This is an optimization exercise on Yosys and OpenROAD, whose aim is small area, not a production implementation. Only simulation tests tie the RTL to the original design; equivalence was not proved. No activity file was given, so power comes from the tool's default toggle rates.

==> inputs of run a <==
// tlb
module tlb
(
    input  wire                      clk,
    input  wire [               18:0] s0_vppn    ,
    input  wire                       s0_va_bit12,
    input  wire [                9:0] s0_asid    ,
    output wire                       s0_found   ,
    output wire [$clog2(16)-1:0] s0_index   ,
    output wire [               19:0] s0_ppn     ,
    output wire [                5:0] s0_ps      ,
    output wire [                1:0] s0_plv     ,
    output wire [                1:0] s0_mat     ,
    output wire                       s0_d       ,
    output wire                       s0_v       ,
    input  wire [               18:0] s1_vppn    ,
    input  wire                       s1_va_bit12,
    input  wire [                9:0] s1_asid    ,
    output wire                       s1_found   ,
    output wire [$clog2(16)-1:0] s1_index   ,
    output wire [               19:0] s1_ppn     ,
    output wire [                5:0] s1_ps      ,
    output wire [                1:0] s1_plv     ,
    output wire [                1:0] s1_mat     ,
    output wire                       s1_d       ,
    output wire                       s1_v       ,
    input  wire                      invtlb_valid,
    input  wire [               4:0] invtlb_op   ,
    input  wire                       we     ,
    input  wire [$clog2(16)-1:0] w_index,
    input  wire                       w_e    ,
    input  wire [               18:0] w_vppn ,
    input  wire [                5:0] w_ps   ,
    input  wire [                9:0] w_asid ,
    input  wire                       w_g    ,
    input  wire [               19:0] w_ppn0 ,
    input  wire [                1:0] w_plv0 ,
    input  wire [                1:0] w_mat0 ,
    input  wire                       w_d0   ,
    input  wire                       w_v0   ,
    input  wire [               19:0] w_ppn1 ,
    input  wire [                1:0] w_plv1 ,
    input  wire [                1:0] w_mat1 ,
    input  wire                       w_d1   ,
    input  wire                       w_v1   ,
    input  wire [$clog2(16)-1:0] r_index,
    output wire                       r_e    ,
    output wire [               18:0] r_vppn ,
    output wire [                5:0] r_ps   ,
    output wire [                9:0] r_asid ,
    output wire                       r_g    ,
    output wire [               19:0] r_ppn0 ,
    output wire [                1:0] r_plv0 ,
    output wire [                1:0] r_mat0 ,
    output wire                       r_d0   ,
    output wire                       r_v0   ,
    output wire [               19:0] r_ppn1 ,
    output wire [                1:0] r_plv1 ,
    output wire [                1:0] r_mat1 ,
    output wire                       r_d1   ,
    output wire                       r_v1
);
==> flow/config.mk <==
export PLATFORM = sky130hd
export DESIGN_NAME = tlb
export DESIGN_NICKNAME = tlb
export VERILOG_FILES = /design/flow/design.v
export SDC_FILE = /design/flow/constraint.sdc
export NUM_CORES = 4
export LEC_CHECK = 0
export CAP_MARGIN = 20
export CORE_MARGIN = 2
export CORE_UTILIZATION = 35
export PLACE_DENSITY = 0.45
export SETUP_SLACK_MARGIN = 0.1
export SLEW_MARGIN = 20
export SYNTH_HIERARCHICAL = 1
export SYNTH_MINIMUM_KEEP_SIZE = 0
==> flow/constraint.sdc <==
create_clock -name core_clock -period 10.0 [get_ports {clk}]
set_input_delay 2.0000 -clock core_clock [delete_from_list [all_inputs] [get_ports {clk}]]
set_output_delay 2.0000 -clock core_clock [all_outputs]
set_load 0.01 [all_outputs]
standard.sh (not shown) runs the stock make flow with config.mk's settings and CLKGATE_MAP_FILE= SYNTH_SCRIPT=/design/flow/synth_recipe.tcl, a recipe that flattens the netlist after the stock synthesis.
==> flow/flow/run.sh <==
#!/bin/bash
set -euo pipefail
export POST_SYNTH_TCL=$PWD/flow/downsize.tcl
bash standard.sh \
  BUFFER_PORTS_ARGS="-buffer_cell sky130_fd_sc_hd__buf_1" \
  CTS_ARGS="-sink_clustering_enable -repair_clock_nets -dont_use_dummy_load -buf_list sky130_fd_sc_hd__clkbuf_4" \
  finish > standard.log 2>&1
==> flow/flow/downsize.tcl <==
# Set every combinational cell from synthesis to the smallest drive of its
# own type; timing repair later sizes up only what the paths need.
set db [ord::get_db]
set block [ord::get_db_block]
set dont_use {}
if { [info exists ::env(DONT_USE_CELLS)] } { set dont_use $::env(DONT_USE_CELLS) }
set n 0
foreach inst [$block getInsts] {
  set mname [[$inst getMaster] getName]
  if { ![regexp {^(sky130_fd_sc_hd__)(.*)_([0-9]+)$} $mname -> pre base drv] } { continue }
  if { [regexp {^(df|edf|sdf|sedf|dl|tap|fill|decap|conb|lpflow|probe)} $base] } { continue }
  foreach d {0 1 2} {
    if { $d >= $drv } { break }
    set cand "${pre}${base}_$d"
    if { [lsearch -exact $dont_use $cand] >= 0 } { continue }
    set cm [$db findMaster $cand]
    if { $cm != "NULL" } {
      $inst swapMaster $cm
      incr n
      break
    }
  }
}
puts "downsize: $n instances set to a smaller drive"
==> run b (differences from run a) <==
--- a/flow/design.v
+++ b/flow/design.v
@@ -62,45 +62,45 @@
 localparam PD = 26;
 localparam W  = 88;
 reg  [15:0]     tlb_e;
 reg  [16*W-1:0] ent;
 wire [W-1:0] w_word = {w_vppn, w_ps, w_asid, w_g,
                        w_ppn0, w_plv0, w_mat0, w_d0, w_v0,
                        w_ppn1, w_plv1, w_mat1, w_d1, w_v1};
-wire [15:0] e_g, e_huge, m0, m1, lo_ok1, hi_ne1, as_ne1;
+wire [15:0] e_g, e_huge, m0_n, m1_n, lo_ok1, hi_eq1, as_eq1;
 genvar gi, gb;
 generate
 for (gi = 0; gi < 16; gi = gi + 1) begin : cmp
     wire [W-1:0] q = ent[gi*W +: W];
     wire huge_n = ~(q[68:63] == 6'd21);
     wire g_n    = ~q[2*PD];
     assign e_g[gi]    = q[2*PD];
     assign e_huge[gi] = ~huge_n;
     tlb_cmp c0 (.sv(s0_vppn), .sa(s0_asid), .ev(q[87:69]), .ea(q[62:53]),
                 .huge_n(huge_n), .g_n(g_n), .e(tlb_e[gi]),
-                .match(m0[gi]), .lo_ok(), .hi_ne(), .as_ne());
+                .match_n(m0_n[gi]), .lo_ok(), .hi_eq(), .as_eq());
     tlb_cmp c1 (.sv(s1_vppn), .sa(s1_asid), .ev(q[87:69]), .ea(q[62:53]),
                 .huge_n(huge_n), .g_n(g_n), .e(tlb_e[gi]),
-                .match(m1[gi]), .lo_ok(lo_ok1[gi]), .hi_ne(hi_ne1[gi]), .as_ne(as_ne1[gi]));
-end
-endgenerate
-wire [15:0] va1 = lo_ok1 & ~hi_ne1;
-wire [15:0] as1 = ~as_ne1;
+                .match_n(m1_n[gi]), .lo_ok(lo_ok1[gi]), .hi_eq(hi_eq1[gi]), .as_eq(as_eq1[gi]));
+end
+endgenerate
+wire [15:0] va1 = lo_ok1 & hi_eq1;
+wire [15:0] as1 = as_eq1;
 wire [15:0] f0, f1, g00, g01, g10, g11;
 wire [31:0] sel0, sel1;  
 genvar gk;
 generate
 for (gk = 0; gk < 16; gk = gk + 1) begin : il
     assign sel0[2*gk] = g00[gk]; assign sel0[2*gk+1] = g01[gk];
     assign sel1[2*gk] = g10[gk]; assign sel1[2*gk+1] = g11[gk];
 end
 endgenerate
-tlb_prio p0 (.m(m0), .huge(e_huge), .v8(s0_vppn[8]), .b12(s0_va_bit12),
+tlb_prio p0 (.m_n(m0_n), .huge(e_huge), .v8(s0_vppn[8]), .b12(s0_va_bit12),
              .f(f0), .g0(g00), .g1(g01), .found(s0_found), .index(s0_index));
-tlb_prio p1 (.m(m1), .huge(e_huge), .v8(s1_vppn[8]), .b12(s1_va_bit12),
+tlb_prio p1 (.m_n(m1_n), .huge(e_huge), .v8(s1_vppn[8]), .b12(s1_va_bit12),
              .f(f1), .g0(g10), .g1(g11), .found(s1_found), .index(s1_index));
 wire [PD-1:0] s0_pd, s1_pd;
 generate
 for (gb = 0; gb < PD; gb = gb + 1) begin : spd
     wire [31:0] col;
     for (gi = 0; gi < 16; gi = gi + 1) begin : c
         assign col[2*gi]   = ent[gi*W + PD + gb];  
@@ -139,80 +139,91 @@
       (invtlb_op == 5'd0 || invtlb_op == 5'd1) ? 16'hffff
     : (invtlb_op == 5'd2) ? e_g
     : (invtlb_op == 5'd3) ? ~e_g
     : (invtlb_op == 5'd4) ? (~e_g & as1)
     : (invtlb_op == 5'd5) ? (~e_g & as1 & va1)
     : (invtlb_op == 5'd6) ? ((e_g | as1) & va1)
     : 16'h0000;
+wire [16*W-1:0] ent_d;
+generate
+for (gi = 0; gi < 16; gi = gi + 1) begin : wr
+    wire en   = we & (w_index == gi);
+    wire en_n = ~en;
+    for (gb = 0; gb < W; gb = gb + 1) begin : b
+        tlb_a22o h (.a1(en), .a2(w_word[gb]), .b1(en_n), .b2(ent[gi*W + gb]),
+                    .y(ent_d[gi*W + gb]));
+    end
+end
+endgenerate
+always @(posedge clk) begin
+    ent <= ent_d;
+end
 integer j;
 always @(posedge clk) begin
     for (j = 0; j < 16; j = j + 1) begin
         if (we && w_index == j) begin
-            tlb_e[j]       <= w_e;
-            ent[j*W +: W]  <= w_word;
+            tlb_e[j] <= w_e;
         end else if (invtlb_valid && inv_sel[j]) begin
             tlb_e[j] <= 1'b0;
         end
     end
 end
 endmodule
 module tlb_cmp (
     input  wire [18:0] sv,
     input  wire [ 9:0] sa,
     input  wire [18:0] ev,
     input  wire [ 9:0] ea,
     input  wire        huge_n,
     input  wire        g_n,
     input  wire        e,
-    output wire        match,
+    output wire        match_n,
     output wire        lo_ok,    
-    output wire        hi_ne,    
-    output wire        as_ne     
+    output wire        hi_eq,    
+    output wire        as_eq     
 );
     wire [18:0] qv;
     wire [ 9:0] qa;
     genvar i;
     generate
     for (i = 0; i < 19; i = i + 1) begin : xv
         tlb_xnor2 u (.a(sv[i]), .b(ev[i]), .y(qv[i]));
     end
     for (i = 0; i < 10; i = i + 1) begin : xa
         tlb_xnor2 u (.a(sa[i]), .b(ea[i]), .y(qa[i]));
     end
     endgenerate
-    wire h1, h2, h3, l1, l2, l3, a1, a2, a3, lo_ne, z;
+    wire h1, h2, h3, l1, l2, l3, a1, a2, a3, as_ok;
     tlb_nand4 uh1 (.a(qv[18]), .b(qv[17]), .c(qv[16]), .d(qv[15]), .y(h1));
     tlb_nand4 uh2 (.a(qv[14]), .b(qv[13]), .c(qv[12]), .d(qv[11]), .y(h2));
     tlb_nand2 uh3 (.a(qv[10]), .b(qv[9]), .y(h3));
     tlb_nand3 ul1 (.a(qv[8]), .b(qv[7]), .c(qv[6]), .y(l1));
     tlb_nand3 ul2 (.a(qv[5]), .b(qv[4]), .c(qv[3]), .y(l2));
     tlb_nand3 ul3 (.a(qv[2]), .b(qv[1]), .c(qv[0]), .y(l3));
     tlb_nand4 ua1 (.a(qa[9]), .b(qa[8]), .c(qa[7]), .d(qa[6]), .y(a1));
     tlb_nand4 ua2 (.a(qa[5]), .b(qa[4]), .c(qa[3]), .d(qa[2]), .y(a2));
     tlb_nand2 ua3 (.a(qa[1]), .b(qa[0]), .y(a3));
-    tlb_or3   uhn (.a(h1), .b(h2), .c(h3), .y(hi_ne));
-    tlb_or3   uln (.a(l1), .b(l2), .c(l3), .y(lo_ne));
-    tlb_or3   uan (.a(a1), .b(a2), .c(a3), .y(as_ne));
-    wire as_ok;
-    tlb_nand2 ulo (.a(lo_ne), .b(huge_n), .y(lo_ok));
-    tlb_nand2 uao (.a(as_ne), .b(g_n), .y(as_ok));
-    tlb_nand3 uz  (.a(e), .b(lo_ok), .c(as_ok), .y(z));
-    tlb_nor2  um  (.a(z), .b(hi_ne), .y(match));
+    tlb_nor3  uhe (.a(h1), .b(h2), .c(h3), .y(hi_eq));
+    tlb_nor3  uae (.a(a1), .b(a2), .c(a3), .y(as_eq));
+    tlb_o31ai ulo (.a1(l1), .a2(l2), .a3(l3), .b1(huge_n), .y(lo_ok));
+    tlb_o31ai uao (.a1(a1), .a2(a2), .a3(a3), .b1(g_n), .y(as_ok));
+    tlb_nand4 um  (.a(e), .b(hi_eq), .c(lo_ok), .d(as_ok), .y(match_n));
 endmodule
 module tlb_prio (
-    input  wire [15:0] m,
+    input  wire [15:0] m_n,
     input  wire [15:0] huge,
     input  wire        v8,
     input  wire        b12,
     output wire [15:0] f,
     output wire [15:0] g0,
     output wire [15:0] g1,
     output wire        found,
     output reg  [ 3:0] index
 );
+    wire [15:0] m = ~m_n;
     assign f = m & ~(m - 16'd1);
     wire [15:0] odd = (huge & {16{v8}}) | (~huge & {16{b12}});
     assign g1 = f & odd;
     assign g0 = f & ~odd;
     assign found = |m;
     integer k;
     always @(*) begin
@@ -231,18 +242,17 @@
     generate
     for (i = 0; i < 5; i = i + 1) begin : a
         tlb_aoi222 u (.a1(s[3*i]), .a2(d[3*i]), .b1(s[3*i+1]), .b2(d[3*i+1]),
                       .c1(s[3*i+2]), .c2(d[3*i+2]), .y(n[i]));
     end
     endgenerate
     tlb_nand2 u5 (.a(s[15]), .b(d[15]), .y(n[5]));
-    wire p0, p1;
-    tlb_nand3 u6 (.a(n[0]), .b(n[1]), .c(n[2]), .y(p0));
-    tlb_nand3 u7 (.a(n[3]), .b(n[4]), .c(n[5]), .y(p1));
-    tlb_or2   u8 (.a(p0), .b(p1), .y(y));
+    wire t;
+    tlb_and3  u6 (.a(n[0]), .b(n[1]), .c(n[2]), .y(t));
+    tlb_nand4 u7 (.a(t), .b(n[3]), .c(n[4]), .d(n[5]), .y(y));
 endmodule
 module tlb_mux32 (
     input  wire [31:0] s,
     input  wire [31:0] d,
     output wire        y
 );
     wire [11:0] n;
@@ -269,19 +279,31 @@
 endmodule
 module tlb_nand3 (input wire a, b, c, output wire y);
     assign y = ~(a & b & c);
 endmodule
 module tlb_nand4 (input wire a, b, c, d, output wire y);
     assign y = ~(a & b & c & d);
 endmodule
+module tlb_a22o (input wire a1, a2, b1, b2, output wire y);
+    assign y = (a1 & a2) | (b1 & b2);
+endmodule
 module tlb_xnor2 (input wire a, b, output wire y);
     assign y = ~(a ^ b);
 endmodule
 module tlb_nor2 (input wire a, b, output wire y);
     assign y = ~(a | b);
 endmodule
+module tlb_and3 (input wire a, b, c, output wire y);
+    assign y = a & b & c;
+endmodule
+module tlb_nor3 (input wire a, b, c, output wire y);
+    assign y = ~(a | b | c);
+endmodule
+module tlb_o31ai (input wire a1, a2, a3, b1, output wire y);
+    assign y = ~((a1 | a2 | a3) & b1);
+endmodule
 module tlb_or2 (input wire a, b, output wire y);
     assign y = a | b;
 endmodule
 module tlb_or3 (input wire a, b, c, output wire y);
     assign y = a | b | c;
 endmodule
==> flow/flow/run.sh (replaced) <==
#!/bin/bash
set -euo pipefail
export POST_SYNTH_TCL=$PWD/flow/downsize.tcl
bash standard.sh \
  BUFFER_PORTS_ARGS="-buffer_cell sky130_fd_sc_hd__buf_1" \
  CTS_ARGS="-sink_clustering_enable -sink_clustering_size 22 -sink_clustering_max_diameter 100 -repair_clock_nets -dont_use_dummy_load -buf_list sky130_fd_sc_hd__clkbuf_16" \
  finish > standard.log 2>&1
==> flow/config.mk (replaced) <==
export PLATFORM = sky130hd
export DESIGN_NAME = tlb
export DESIGN_NICKNAME = tlb
export VERILOG_FILES = /design/flow/design.v
export SDC_FILE = /design/flow/constraint.sdc
export NUM_CORES = 4
export LEC_CHECK = 0
export CAP_MARGIN = 5
export CORE_MARGIN = 2
export CORE_UTILIZATION = 45
export PLACE_DENSITY = 0.55
export SETUP_SLACK_MARGIN = 0.1
export SLEW_MARGIN = 5
export SYNTH_HIERARCHICAL = 1
export SYNTH_MINIMUM_KEEP_SIZE = 0
==> comparison <==
Run b finished but failed the layout checks on capacitance limit, slew limit, setup timing. Run a finished clean.
In run b the fmax is smaller than in run a, by 9.0%.
Between run b and run a, the lower total power is in run a (gap about 27%, measured against run a).
Between run b and run a, the lower critical path depth is in run b (gap 3).
In sequential cell count, run b and run a do not differ.
In run b the clock skew is higher than in run a, by 0.0089 ns.

==> trial 41 <==
==> flow/design.v <==
module tlb
(
    input  wire                      clk,
    input  wire [               18:0] s0_vppn    ,
    input  wire                       s0_va_bit12,
    input  wire [                9:0] s0_asid    ,
    output wire                       s0_found   ,
    output wire [$clog2(16)-1:0] s0_index   ,
    output wire [               19:0] s0_ppn     ,
    output wire [                5:0] s0_ps      ,
    output wire [                1:0] s0_plv     ,
    output wire [                1:0] s0_mat     ,
    output wire                       s0_d       ,
    output wire                       s0_v       ,
    input  wire [               18:0] s1_vppn    ,
    input  wire                       s1_va_bit12,
    input  wire [                9:0] s1_asid    ,
    output wire                       s1_found   ,
    output wire [$clog2(16)-1:0] s1_index   ,
    output wire [               19:0] s1_ppn     ,
    output wire [                5:0] s1_ps      ,
    output wire [                1:0] s1_plv     ,
    output wire [                1:0] s1_mat     ,
    output wire                       s1_d       ,
    output wire                       s1_v       ,
    input  wire                      invtlb_valid,
    input  wire [               4:0] invtlb_op   ,
    input  wire                       we     ,
    input  wire [$clog2(16)-1:0] w_index,
    input  wire                       w_e    ,
    input  wire [               18:0] w_vppn ,
    input  wire [                5:0] w_ps   ,
    input  wire [                9:0] w_asid ,
    input  wire                       w_g    ,
    input  wire [               19:0] w_ppn0 ,
    input  wire [                1:0] w_plv0 ,
    input  wire [                1:0] w_mat0 ,
    input  wire                       w_d0   ,
    input  wire                       w_v0   ,
    input  wire [               19:0] w_ppn1 ,
    input  wire [                1:0] w_plv1 ,
    input  wire [                1:0] w_mat1 ,
    input  wire                       w_d1   ,
    input  wire                       w_v1   ,
    input  wire [$clog2(16)-1:0] r_index,
    output wire                       r_e    ,
    output wire [               18:0] r_vppn ,
    output wire [                5:0] r_ps   ,
    output wire [                9:0] r_asid ,
    output wire                       r_g    ,
    output wire [               19:0] r_ppn0 ,
    output wire [                1:0] r_plv0 ,
    output wire [                1:0] r_mat0 ,
    output wire                       r_d0   ,
    output wire                       r_v0   ,
    output wire [               19:0] r_ppn1 ,
    output wire [                1:0] r_plv1 ,
    output wire [                1:0] r_mat1 ,
    output wire                       r_d1   ,
    output wire                       r_v1
);
localparam PD = 26;
localparam W  = 88;
reg  [15:0]     tlb_e;
reg  [16*W-1:0] ent;
wire [W-1:0] w_word = {w_vppn, w_ps, w_asid, w_g,
                       w_ppn0, w_plv0, w_mat0, w_d0, w_v0,
                       w_ppn1, w_plv1, w_mat1, w_d1, w_v1};
wire [15:0] e_g, e_huge, m0, m1, lo_ok1, hi_ne1, as_ne1;
genvar gi, gb;
generate
for (gi = 0; gi < 16; gi = gi + 1) begin : cmp
    wire [W-1:0] q = ent[gi*W +: W];
    wire huge_n = ~(q[68:63] == 6'd21);
    wire g_n    = ~q[2*PD];
    assign e_g[gi]    = q[2*PD];
    assign e_huge[gi] = ~huge_n;
    tlb_cmp c0 (.sv(s0_vppn), .sa(s0_asid), .ev(q[87:69]), .ea(q[62:53]),
                .huge_n(huge_n), .g_n(g_n), .e(tlb_e[gi]),
                .match(m0[gi]), .lo_ok(), .hi_ne(), .as_ne());
    tlb_cmp c1 (.sv(s1_vppn), .sa(s1_asid), .ev(q[87:69]), .ea(q[62:53]),
                .huge_n(huge_n), .g_n(g_n), .e(tlb_e[gi]),
                .match(m1[gi]), .lo_ok(lo_ok1[gi]), .hi_ne(hi_ne1[gi]), .as_ne(as_ne1[gi]));
end
endgenerate
wire [15:0] va1 = lo_ok1 & ~hi_ne1;
wire [15:0] as1 = ~as_ne1;
wire [15:0] f0, f1, g00, g01, g10, g11;
wire [31:0] sel0, sel1;  
genvar gk;
generate
for (gk = 0; gk < 16; gk = gk + 1) begin : il
    assign sel0[2*gk] = g00[gk]; assign sel0[2*gk+1] = g01[gk];
    assign sel1[2*gk] = g10[gk]; assign sel1[2*gk+1] = g11[gk];
end
endgenerate
tlb_prio p0 (.m(m0), .huge(e_huge), .v8(s0_vppn[8]), .b12(s0_va_bit12),
             .f(f0), .g0(g00), .g1(g01), .found(s0_found), .index(s0_index));
tlb_prio p1 (.m(m1), .huge(e_huge), .v8(s1_vppn[8]), .b12(s1_va_bit12),
             .f(f1), .g0(g10), .g1(g11), .found(s1_found), .index(s1_index));
wire [PD-1:0] s0_pd, s1_pd;
generate
for (gb = 0; gb < PD; gb = gb + 1) begin : spd
    wire [31:0] col;
    for (gi = 0; gi < 16; gi = gi + 1) begin : c
        assign col[2*gi]   = ent[gi*W + PD + gb];  
        assign col[2*gi+1] = ent[gi*W + gb];       
    end
    tlb_mux32 u0 (.s(sel0), .d(col), .y(s0_pd[gb]));
    tlb_mux32 u1 (.s(sel1), .d(col), .y(s1_pd[gb]));
end
for (gb = 0; gb < 6; gb = gb + 1) begin : sps
    wire [15:0] col;
    for (gi = 0; gi < 16; gi = gi + 1) begin : c
        assign col[gi] = ent[gi*W + 63 + gb];
    end
    tlb_mux16 u0 (.s(f0), .d(col), .y(s0_ps[gb]));
    tlb_mux16 u1 (.s(f1), .d(col), .y(s1_ps[gb]));
end
endgenerate
assign {s0_ppn, s0_plv, s0_mat, s0_d, s0_v} = s0_pd;
assign {s1_ppn, s1_plv, s1_mat, s1_d, s1_v} = s1_pd;
wire [15:0] r_oh = 16'd1 << r_index;
wire [W-1:0] r_word;
generate
for (gb = 0; gb < W; gb = gb + 1) begin : rd
    wire [15:0] col;
    for (gi = 0; gi < 16; gi = gi + 1) begin : c
        assign col[gi] = ent[gi*W + gb];
    end
    tlb_mux16 u (.s(r_oh), .d(col), .y(r_word[gb]));
end
endgenerate
tlb_mux16 u_re (.s(r_oh), .d(tlb_e), .y(r_e));
assign {r_vppn, r_ps, r_asid, r_g,
        r_ppn0, r_plv0, r_mat0, r_d0, r_v0,
        r_ppn1, r_plv1, r_mat1, r_d1, r_v1} = r_word;
wire [15:0] inv_sel =
      (invtlb_op == 5'd0 || invtlb_op == 5'd1) ? 16'hffff
    : (invtlb_op == 5'd2) ? e_g
    : (invtlb_op == 5'd3) ? ~e_g
    : (invtlb_op == 5'd4) ? (~e_g & as1)
    : (invtlb_op == 5'd5) ? (~e_g & as1 & va1)
    : (invtlb_op == 5'd6) ? ((e_g | as1) & va1)
    : 16'h0000;
integer j;
always @(posedge clk) begin
    for (j = 0; j < 16; j = j + 1) begin
        if (we && w_index == j) begin
            tlb_e[j]       <= w_e;
            ent[j*W +: W]  <= w_word;
        end else if (invtlb_valid && inv_sel[j]) begin
            tlb_e[j] <= 1'b0;
        end
    end
end
endmodule
module tlb_cmp (
    input  wire [18:0] sv,
    input  wire [ 9:0] sa,
    input  wire [18:0] ev,
    input  wire [ 9:0] ea,
    input  wire        huge_n,
    input  wire        g_n,
    input  wire        e,
    output wire        match,
    output wire        lo_ok,    
    output wire        hi_ne,    
    output wire        as_ne     
);
    wire [18:0] qv;
    wire [ 9:0] qa;
    genvar i;
    generate
    for (i = 0; i < 19; i = i + 1) begin : xv
        tlb_xnor2 u (.a(sv[i]), .b(ev[i]), .y(qv[i]));
    end
    for (i = 0; i < 10; i = i + 1) begin : xa
        tlb_xnor2 u (.a(sa[i]), .b(ea[i]), .y(qa[i]));
    end
    endgenerate
    wire h1, h2, h3, l1, l2, l3, a1, a2, a3, lo_ne, z;
    tlb_nand4 uh1 (.a(qv[18]), .b(qv[17]), .c(qv[16]), .d(qv[15]), .y(h1));
    tlb_nand4 uh2 (.a(qv[14]), .b(qv[13]), .c(qv[12]), .d(qv[11]), .y(h2));
    tlb_nand2 uh3 (.a(qv[10]), .b(qv[9]), .y(h3));
    tlb_nand3 ul1 (.a(qv[8]), .b(qv[7]), .c(qv[6]), .y(l1));
    tlb_nand3 ul2 (.a(qv[5]), .b(qv[4]), .c(qv[3]), .y(l2));
    tlb_nand3 ul3 (.a(qv[2]), .b(qv[1]), .c(qv[0]), .y(l3));
    tlb_nand4 ua1 (.a(qa[9]), .b(qa[8]), .c(qa[7]), .d(qa[6]), .y(a1));
    tlb_nand4 ua2 (.a(qa[5]), .b(qa[4]), .c(qa[3]), .d(qa[2]), .y(a2));
    tlb_nand2 ua3 (.a(qa[1]), .b(qa[0]), .y(a3));
    tlb_or3   uhn (.a(h1), .b(h2), .c(h3), .y(hi_ne));
    tlb_or3   uln (.a(l1), .b(l2), .c(l3), .y(lo_ne));
    tlb_or3   uan (.a(a1), .b(a2), .c(a3), .y(as_ne));
    wire as_ok;
    tlb_nand2 ulo (.a(lo_ne), .b(huge_n), .y(lo_ok));
    tlb_nand2 uao (.a(as_ne), .b(g_n), .y(as_ok));
    tlb_nand3 uz  (.a(e), .b(lo_ok), .c(as_ok), .y(z));
    tlb_nor2  um  (.a(z), .b(hi_ne), .y(match));
endmodule
module tlb_prio (
    input  wire [15:0] m,
    input  wire [15:0] huge,
    input  wire        v8,
    input  wire        b12,
    output wire [15:0] f,
    output wire [15:0] g0,
    output wire [15:0] g1,
    output wire        found,
    output reg  [ 3:0] index
);
    assign f = m & ~(m - 16'd1);
    wire [15:0] odd = (huge & {16{v8}}) | (~huge & {16{b12}});
    assign g1 = f & odd;
    assign g0 = f & ~odd;
    assign found = |m;
    integer k;
    always @(*) begin
        index = 4'd0;
        for (k = 0; k < 16; k = k + 1)
            index = index | ({4{f[k]}} & k[3:0]);
    end
endmodule
module tlb_mux16 (
    input  wire [15:0] s,
    input  wire [15:0] d,
    output wire        y
);
    wire [5:0] n;
    genvar i;
    generate
    for (i = 0; i < 5; i = i + 1) begin : a
        tlb_aoi222 u (.a1(s[3*i]), .a2(d[3*i]), .b1(s[3*i+1]), .b2(d[3*i+1]),
                      .c1(s[3*i+2]), .c2(d[3*i+2]), .y(n[i]));
    end
    endgenerate
    tlb_nand2 u5 (.a(s[15]), .b(d[15]), .y(n[5]));
    wire p0, p1;
    tlb_nand3 u6 (.a(n[0]), .b(n[1]), .c(n[2]), .y(p0));
    tlb_nand3 u7 (.a(n[3]), .b(n[4]), .c(n[5]), .y(p1));
    tlb_or2   u8 (.a(p0), .b(p1), .y(y));
endmodule
module tlb_mux32 (
    input  wire [31:0] s,
    input  wire [31:0] d,
    output wire        y
);
    wire [11:0] n;
    genvar i;
    generate
    for (i = 0; i < 10; i = i + 1) begin : a
        tlb_aoi222 u (.a1(s[3*i]), .a2(d[3*i]), .b1(s[3*i+1]), .b2(d[3*i+1]),
                      .c1(s[3*i+2]), .c2(d[3*i+2]), .y(n[i]));
    end
    endgenerate
    tlb_nand2 u10 (.a(s[30]), .b(d[30]), .y(n[10]));
    tlb_nand2 u11 (.a(s[31]), .b(d[31]), .y(n[11]));
    wire p0, p1, p2;
    tlb_nand4 u12 (.a(n[0]), .b(n[1]), .c(n[2]),  .d(n[3]),  .y(p0));
    tlb_nand4 u13 (.a(n[4]), .b(n[5]), .c(n[6]),  .d(n[7]),  .y(p1));
    tlb_nand4 u14 (.a(n[8]), .b(n[9]), .c(n[10]), .d(n[11]), .y(p2));
    tlb_or3   u15 (.a(p0), .b(p1), .c(p2), .y(y));
endmodule
module tlb_aoi222 (input wire a1, a2, b1, b2, c1, c2, output wire y);
    assign y = ~((a1 & a2) | (b1 & b2) | (c1 & c2));
endmodule
module tlb_nand2 (input wire a, b, output wire y);
    assign y = ~(a & b);
endmodule
module tlb_nand3 (input wire a, b, c, output wire y);
    assign y = ~(a & b & c);
endmodule
module tlb_nand4 (input wire a, b, c, d, output wire y);
    assign y = ~(a & b & c & d);
endmodule
module tlb_xnor2 (input wire a, b, output wire y);
    assign y = ~(a ^ b);
endmodule
module tlb_nor2 (input wire a, b, output wire y);
    assign y = ~(a | b);
endmodule
module tlb_or2 (input wire a, b, output wire y);
    assign y = a | b;
endmodule
module tlb_or3 (input wire a, b, c, output wire y);
    assign y = a | b | c;
endmodule
==> flow/flow/run.sh <==
#!/bin/bash
set -euo pipefail
export POST_SYNTH_TCL=$PWD/flow/downsize.tcl
bash standard.sh \
  BUFFER_PORTS_ARGS="-buffer_cell sky130_fd_sc_hd__buf_1" \
  CTS_ARGS="-sink_clustering_enable -repair_clock_nets -dont_use_dummy_load -buf_list sky130_fd_sc_hd__clkbuf_8" \
  finish > standard.log 2>&1
==> flow/flow/downsize.tcl <==
# Set every combinational cell from synthesis to the smallest drive of its
# own type; timing repair later sizes up only what the paths need.
set db [ord::get_db]
set block [ord::get_db_block]
set dont_use {}
if { [info exists ::env(DONT_USE_CELLS)] } { set dont_use $::env(DONT_USE_CELLS) }
set n 0
foreach inst [$block getInsts] {
  set mname [[$inst getMaster] getName]
  if { ![regexp {^(sky130_fd_sc_hd__)(.*)_([0-9]+)$} $mname -> pre base drv] } { continue }
  if { [regexp {^(df|edf|sdf|sedf|dl|tap|fill|decap|conb|lpflow|probe)} $base] } { continue }
  foreach d {0 1 2} {
    if { $d >= $drv } { break }
    set cand "${pre}${base}_$d"
    if { [lsearch -exact $dont_use $cand] >= 0 } { continue }
    set cm [$db findMaster $cand]
    if { $cm != "NULL" } {
      $inst swapMaster $cm
      incr n
      break
    }
  }
}
puts "downsize: $n instances set to a smaller drive"
==> flow/standard.sh <==
#!/bin/bash
# synth_recipe.tcl (not shown) runs the flow's synth.tcl, then flattens the netlist and writes it again
# the make line also repeats each setting of config.mk as NAME=value (left out here)
make -C /OpenROAD-flow-scripts/flow DESIGN_CONFIG=/design/flow/config.mk WORK_HOME=/design/flow/orfs CLKGATE_MAP_FILE= SYNTH_SCRIPT=/design/flow/synth_recipe.tcl "${@:-finish}"
==> flow/config.mk <==
export PLATFORM = sky130hd
export DESIGN_NAME = tlb
export DESIGN_NICKNAME = tlb
export VERILOG_FILES = /design/flow/design.v
export SDC_FILE = /design/flow/constraint.sdc
export NUM_CORES = 4
export LEC_CHECK = 0
export CAP_MARGIN = 20
export CORE_MARGIN = 2
export CORE_UTILIZATION = 45
export SETUP_SLACK_MARGIN = 0.1
export SLEW_MARGIN = 20
export SYNTH_HIERARCHICAL = 1
export SYNTH_MINIMUM_KEEP_SIZE = 0
==> flow/constraint.sdc <==
create_clock -name core_clock -period 10.0 [get_ports {clk}]
set_input_delay 2.0000 -clock core_clock [delete_from_list [all_inputs] [get_ports {clk}]]
set_output_delay 2.0000 -clock core_clock [all_outputs]
set_load 0.01 [all_outputs]
==> build 84: changes against trial 41 <==
==> flow/design.v, changed modules only <==
module tlb
(
    input  wire                      clk,
    input  wire [               18:0] s0_vppn    ,
    input  wire                       s0_va_bit12,
    input  wire [                9:0] s0_asid    ,
    output wire                       s0_found   ,
    output wire [$clog2(16)-1:0] s0_index   ,
    output wire [               19:0] s0_ppn     ,
    output wire [                5:0] s0_ps      ,
    output wire [                1:0] s0_plv     ,
    output wire [                1:0] s0_mat     ,
    output wire                       s0_d       ,
    output wire                       s0_v       ,
    input  wire [               18:0] s1_vppn    ,
    input  wire                       s1_va_bit12,
    input  wire [                9:0] s1_asid    ,
    output wire                       s1_found   ,
    output wire [$clog2(16)-1:0] s1_index   ,
    output wire [               19:0] s1_ppn     ,
    output wire [                5:0] s1_ps      ,
    output wire [                1:0] s1_plv     ,
    output wire [                1:0] s1_mat     ,
    output wire                       s1_d       ,
    output wire                       s1_v       ,
    input  wire                      invtlb_valid,
    input  wire [               4:0] invtlb_op   ,
    input  wire                       we     ,
    input  wire [$clog2(16)-1:0] w_index,
    input  wire                       w_e    ,
    input  wire [               18:0] w_vppn ,
    input  wire [                5:0] w_ps   ,
    input  wire [                9:0] w_asid ,
    input  wire                       w_g    ,
    input  wire [               19:0] w_ppn0 ,
    input  wire [                1:0] w_plv0 ,
    input  wire [                1:0] w_mat0 ,
    input  wire                       w_d0   ,
    input  wire                       w_v0   ,
    input  wire [               19:0] w_ppn1 ,
    input  wire [                1:0] w_plv1 ,
    input  wire [                1:0] w_mat1 ,
    input  wire                       w_d1   ,
    input  wire                       w_v1   ,
    input  wire [$clog2(16)-1:0] r_index,
    output wire                       r_e    ,
    output wire [               18:0] r_vppn ,
    output wire [                5:0] r_ps   ,
    output wire [                9:0] r_asid ,
    output wire                       r_g    ,
    output wire [               19:0] r_ppn0 ,
    output wire [                1:0] r_plv0 ,
    output wire [                1:0] r_mat0 ,
    output wire                       r_d0   ,
    output wire                       r_v0   ,
    output wire [               19:0] r_ppn1 ,
    output wire [                1:0] r_plv1 ,
    output wire [                1:0] r_mat1 ,
    output wire                       r_d1   ,
    output wire                       r_v1
);
localparam PD = 26;
localparam W  = 88;
reg  [15:0]     tlb_e;
reg  [16*W-1:0] ent;
wire [W-1:0] w_word = {w_vppn, w_ps, w_asid, w_g,
                       w_ppn0, w_plv0, w_mat0, w_d0, w_v0,
                       w_ppn1, w_plv1, w_mat1, w_d1, w_v1};
wire [15:0] e_g, e_huge, m0_n, m1_n, lo_ok1, hi_eq1, as_eq1;
genvar gi, gb;
generate
for (gi = 0; gi < 16; gi = gi + 1) begin : cmp
    wire [W-1:0] q = ent[gi*W +: W];
    wire huge_n = ~(q[68:63] == 6'd21);
    wire g_n    = ~q[2*PD];
    assign e_g[gi]    = q[2*PD];
    assign e_huge[gi] = ~huge_n;
    tlb_cmp c0 (.sv(s0_vppn), .sa(s0_asid), .ev(q[87:69]), .ea(q[62:53]),
                .huge_n(huge_n), .g_n(g_n), .e(tlb_e[gi]),
                .match_n(m0_n[gi]), .lo_ok(), .hi_eq(), .as_eq());
    tlb_cmp c1 (.sv(s1_vppn), .sa(s1_asid), .ev(q[87:69]), .ea(q[62:53]),
                .huge_n(huge_n), .g_n(g_n), .e(tlb_e[gi]),
                .match_n(m1_n[gi]), .lo_ok(lo_ok1[gi]), .hi_eq(hi_eq1[gi]), .as_eq(as_eq1[gi]));
end
endgenerate
wire [15:0] va1 = lo_ok1 & hi_eq1;
wire [15:0] as1 = as_eq1;
wire [15:0] f0, f1, g00, g01, g10, g11;
wire [31:0] sel0, sel1;  
genvar gk;
generate
for (gk = 0; gk < 16; gk = gk + 1) begin : il
    assign sel0[2*gk] = g00[gk]; assign sel0[2*gk+1] = g01[gk];
    assign sel1[2*gk] = g10[gk]; assign sel1[2*gk+1] = g11[gk];
end
endgenerate
tlb_prio p0 (.m_n(m0_n), .huge(e_huge), .v8(s0_vppn[8]), .b12(s0_va_bit12),
             .f(f0), .g0(g00), .g1(g01), .found(s0_found), .index(s0_index));
tlb_prio p1 (.m_n(m1_n), .huge(e_huge), .v8(s1_vppn[8]), .b12(s1_va_bit12),
             .f(f1), .g0(g10), .g1(g11), .found(s1_found), .index(s1_index));
wire [PD-1:0] s0_pd, s1_pd;
generate
for (gb = 0; gb < PD; gb = gb + 1) begin : spd
    wire [31:0] col;
    for (gi = 0; gi < 16; gi = gi + 1) begin : c
        assign col[2*gi]   = ent[gi*W + PD + gb];  
        assign col[2*gi+1] = ent[gi*W + gb];       
    end
    tlb_mux32 u0 (.s(sel0), .d(col), .y(s0_pd[gb]));
    tlb_mux32 u1 (.s(sel1), .d(col), .y(s1_pd[gb]));
end
for (gb = 0; gb < 6; gb = gb + 1) begin : sps
    wire [15:0] col;
    for (gi = 0; gi < 16; gi = gi + 1) begin : c
        assign col[gi] = ent[gi*W + 63 + gb];
    end
    tlb_mux16 u0 (.s(f0), .d(col), .y(s0_ps[gb]));
    tlb_mux16 u1 (.s(f1), .d(col), .y(s1_ps[gb]));
end
endgenerate
assign {s0_ppn, s0_plv, s0_mat, s0_d, s0_v} = s0_pd;
assign {s1_ppn, s1_plv, s1_mat, s1_d, s1_v} = s1_pd;
wire [15:0] r_oh = 16'd1 << r_index;
wire [W-1:0] r_word;
generate
for (gb = 0; gb < W; gb = gb + 1) begin : rd
    wire [15:0] col;
    for (gi = 0; gi < 16; gi = gi + 1) begin : c
        assign col[gi] = ent[gi*W + gb];
    end
    tlb_mux16 u (.s(r_oh), .d(col), .y(r_word[gb]));
end
endgenerate
tlb_mux16 u_re (.s(r_oh), .d(tlb_e), .y(r_e));
assign {r_vppn, r_ps, r_asid, r_g,
        r_ppn0, r_plv0, r_mat0, r_d0, r_v0,
        r_ppn1, r_plv1, r_mat1, r_d1, r_v1} = r_word;
wire [15:0] inv_sel =
      (invtlb_op == 5'd0 || invtlb_op == 5'd1) ? 16'hffff
    : (invtlb_op == 5'd2) ? e_g
    : (invtlb_op == 5'd3) ? ~e_g
    : (invtlb_op == 5'd4) ? (~e_g & as1)
    : (invtlb_op == 5'd5) ? (~e_g & as1 & va1)
    : (invtlb_op == 5'd6) ? ((e_g | as1) & va1)
    : 16'h0000;
wire [16*W-1:0] ent_d;
generate
for (gi = 0; gi < 16; gi = gi + 1) begin : wr
    wire en   = we & (w_index == gi);
    wire en_n = ~en;
    for (gb = 0; gb < W; gb = gb + 1) begin : b
        tlb_a22o h (.a1(en), .a2(w_word[gb]), .b1(en_n), .b2(ent[gi*W + gb]),
                    .y(ent_d[gi*W + gb]));
    end
end
endgenerate
always @(posedge clk) begin
    ent <= ent_d;
end
integer j;
always @(posedge clk) begin
    for (j = 0; j < 16; j = j + 1) begin
        if (we && w_index == j) begin
            tlb_e[j] <= w_e;
        end else if (invtlb_valid && inv_sel[j]) begin
            tlb_e[j] <= 1'b0;
        end
    end
end
endmodule
module tlb_cmp (
    input  wire [18:0] sv,
    input  wire [ 9:0] sa,
    input  wire [18:0] ev,
    input  wire [ 9:0] ea,
    input  wire        huge_n,
    input  wire        g_n,
    input  wire        e,
    output wire        match_n,
    output wire        lo_ok,    
    output wire        hi_eq,    
    output wire        as_eq     
);
    wire [18:0] qv;
    wire [ 9:0] qa;
    genvar i;
    generate
    for (i = 0; i < 19; i = i + 1) begin : xv
        tlb_xnor2 u (.a(sv[i]), .b(ev[i]), .y(qv[i]));
    end
    for (i = 0; i < 10; i = i + 1) begin : xa
        tlb_xnor2 u (.a(sa[i]), .b(ea[i]), .y(qa[i]));
    end
    endgenerate
    wire h1, h2, h3, l1, l2, l3, a1, a2, a3, as_ok;
    tlb_nand4 uh1 (.a(qv[18]), .b(qv[17]), .c(qv[16]), .d(qv[15]), .y(h1));
    tlb_nand4 uh2 (.a(qv[14]), .b(qv[13]), .c(qv[12]), .d(qv[11]), .y(h2));
    tlb_nand2 uh3 (.a(qv[10]), .b(qv[9]), .y(h3));
    tlb_nand3 ul1 (.a(qv[8]), .b(qv[7]), .c(qv[6]), .y(l1));
    tlb_nand3 ul2 (.a(qv[5]), .b(qv[4]), .c(qv[3]), .y(l2));
    tlb_nand3 ul3 (.a(qv[2]), .b(qv[1]), .c(qv[0]), .y(l3));
    tlb_nand4 ua1 (.a(qa[9]), .b(qa[8]), .c(qa[7]), .d(qa[6]), .y(a1));
    tlb_nand4 ua2 (.a(qa[5]), .b(qa[4]), .c(qa[3]), .d(qa[2]), .y(a2));
    tlb_nand2 ua3 (.a(qa[1]), .b(qa[0]), .y(a3));
    tlb_nor3  uhe (.a(h1), .b(h2), .c(h3), .y(hi_eq));
    tlb_nor3  uae (.a(a1), .b(a2), .c(a3), .y(as_eq));
    tlb_o31ai ulo (.a1(l1), .a2(l2), .a3(l3), .b1(huge_n), .y(lo_ok));
    tlb_o31ai uao (.a1(a1), .a2(a2), .a3(a3), .b1(g_n), .y(as_ok));
    tlb_nand4 um  (.a(e), .b(hi_eq), .c(lo_ok), .d(as_ok), .y(match_n));
endmodule
module tlb_prio (
    input  wire [15:0] m_n,
    input  wire [15:0] huge,
    input  wire        v8,
    input  wire        b12,
    output wire [15:0] f,
    output wire [15:0] g0,
    output wire [15:0] g1,
    output wire        found,
    output reg  [ 3:0] index
);
    wire [15:0] m = ~m_n;
    assign f = m & ~(m - 16'd1);
    wire [15:0] odd = (huge & {16{v8}}) | (~huge & {16{b12}});
    assign g1 = f & odd;
    assign g0 = f & ~odd;
    assign found = |m;
    integer k;
    always @(*) begin
        index = 4'd0;
        for (k = 0; k < 16; k = k + 1)
            index = index | ({4{f[k]}} & k[3:0]);
    end
endmodule
module tlb_mux16 (
    input  wire [15:0] s,
    input  wire [15:0] d,
    output wire        y
);
    wire [5:0] n;
    genvar i;
    generate
    for (i = 0; i < 5; i = i + 1) begin : a
        tlb_aoi222 u (.a1(s[3*i]), .a2(d[3*i]), .b1(s[3*i+1]), .b2(d[3*i+1]),
                      .c1(s[3*i+2]), .c2(d[3*i+2]), .y(n[i]));
    end
    endgenerate
    tlb_nand2 u5 (.a(s[15]), .b(d[15]), .y(n[5]));
    wire t;
    tlb_and3  u6 (.a(n[0]), .b(n[1]), .c(n[2]), .y(t));
    tlb_nand4 u7 (.a(t), .b(n[3]), .c(n[4]), .d(n[5]), .y(y));
endmodule
module tlb_a22o (input wire a1, a2, b1, b2, output wire y);
    assign y = (a1 & a2) | (b1 & b2);
endmodule
module tlb_and3 (input wire a, b, c, output wire y);
    assign y = a & b & c;
endmodule
module tlb_nor3 (input wire a, b, c, output wire y);
    assign y = ~(a | b | c);
endmodule
module tlb_o31ai (input wire a1, a2, a3, b1, output wire y);
    assign y = ~((a1 | a2 | a3) & b1);
endmodule
==> flow/flow/run.sh (replaced) <==
#!/bin/bash
set -euo pipefail
export POST_SYNTH_TCL=$PWD/flow/downsize.tcl
bash standard.sh \
  BUFFER_PORTS_ARGS="-buffer_cell sky130_fd_sc_hd__buf_1" \
  CTS_ARGS="-sink_clustering_enable -sink_clustering_size 22 -sink_clustering_max_diameter 100 -repair_clock_nets -dont_use_dummy_load -buf_list sky130_fd_sc_hd__clkbuf_16" \
  finish > standard.log 2>&1
- CAP_MARGIN: 20 -> 5
- CORE_UTILIZATION: 45 -> 35
- PLACE_DENSITY: unset -> 0.45
- SLEW_MARGIN: 20 -> 5
==> qor summary <==
item	build 84	trial 41
Result of the run	no timing/DRC/antenna violations	no timing/DRC/antenna violations
GR met3 Demand/Resource	0.09717	0.1313
Largest fanout on the critical path	16	26
Buffer share of cell area	0.04404	0.03750
Clk latency of the worst-skew pair	780 ps	990 ps
Average via count per standard cell	7.554	7.624
Routed wire length on met2	170700 um	133700 um
Max H-tree Level	3	4
Detailed-route wire length per cell	42.29 um	39.76 um
Sequential standard cell area	28670 sq um	42760 sq um
Global-route wire length before repair	549200 um	427400 um
Pint	9997 uW	9067 uW
Final worst slack	160.9 ps	663.9 ps
Area of the multi-input gates	39660 sq um	27880 sq um
Portion of the layout cell area used by clock cells	0.02561	0.04025
Leakage power figure	0.02804 uW	0.02410 uW
Clock share of power	0.230	0.350
Post-route clock period utilization	0.9839	0.9336
Worst setup path startpoint	s0_asid[3]	s1_asid[2]
Final Instance Area	77200 sq um	79670 sq um
Final hold slack	525.1 ps	680.1 ps
Post-Place Worst Slack	685.2 ps	999.9 ps
Hold EP	ent[1003]$_DFF_P_	tlb_e[1]$_SDFFCE_PN0P_
Total number of vias	71.91k	60.28k
Synth Instances	6333	5075

-- static timing again, ports no longer ideal --
No port has a modelled driver above. Below, the same layouts with a new extraction and two added sets of constraints.
Step 1 sets driving cells, clkbuf_16 on the clock port and buf_2 on the other inputs (assumed; they add their load-dependent delay and slew).
Step 2 times the ports against the registers' clock, not the clock port: input delays grow and output delays shrink by t, the midpoint of the rising clock arrivals with the driver on.
Three values: ideal, step 1, step 2; two values: the first two.
run	shift t [ns]	setup WS [ns]	hold WS [ns]	worst setup path after step 2	worst slew at a driven data input, ns
run a	1.449	0.874 / 0.852 / 0.852	0.686 / 0.686 / 0.686	input to output	0.25
run b	0.794	-0.030 / -0.056 / -0.056	0.532 / 0.532 / 0.532	input to output	0.23
trial 41	1.039	0.664 / 0.630 / 0.630	0.680 / 0.680 / 0.680	input to output	0.21
build 84	0.831	0.161 / 0.135 / 0.135	0.525 / 0.525 / 0.525	input to output	0.18
For trial 41, which loses most, drivers alone change the setup slack by -0.034 ns; drivers and shift together by -0.034 ns.
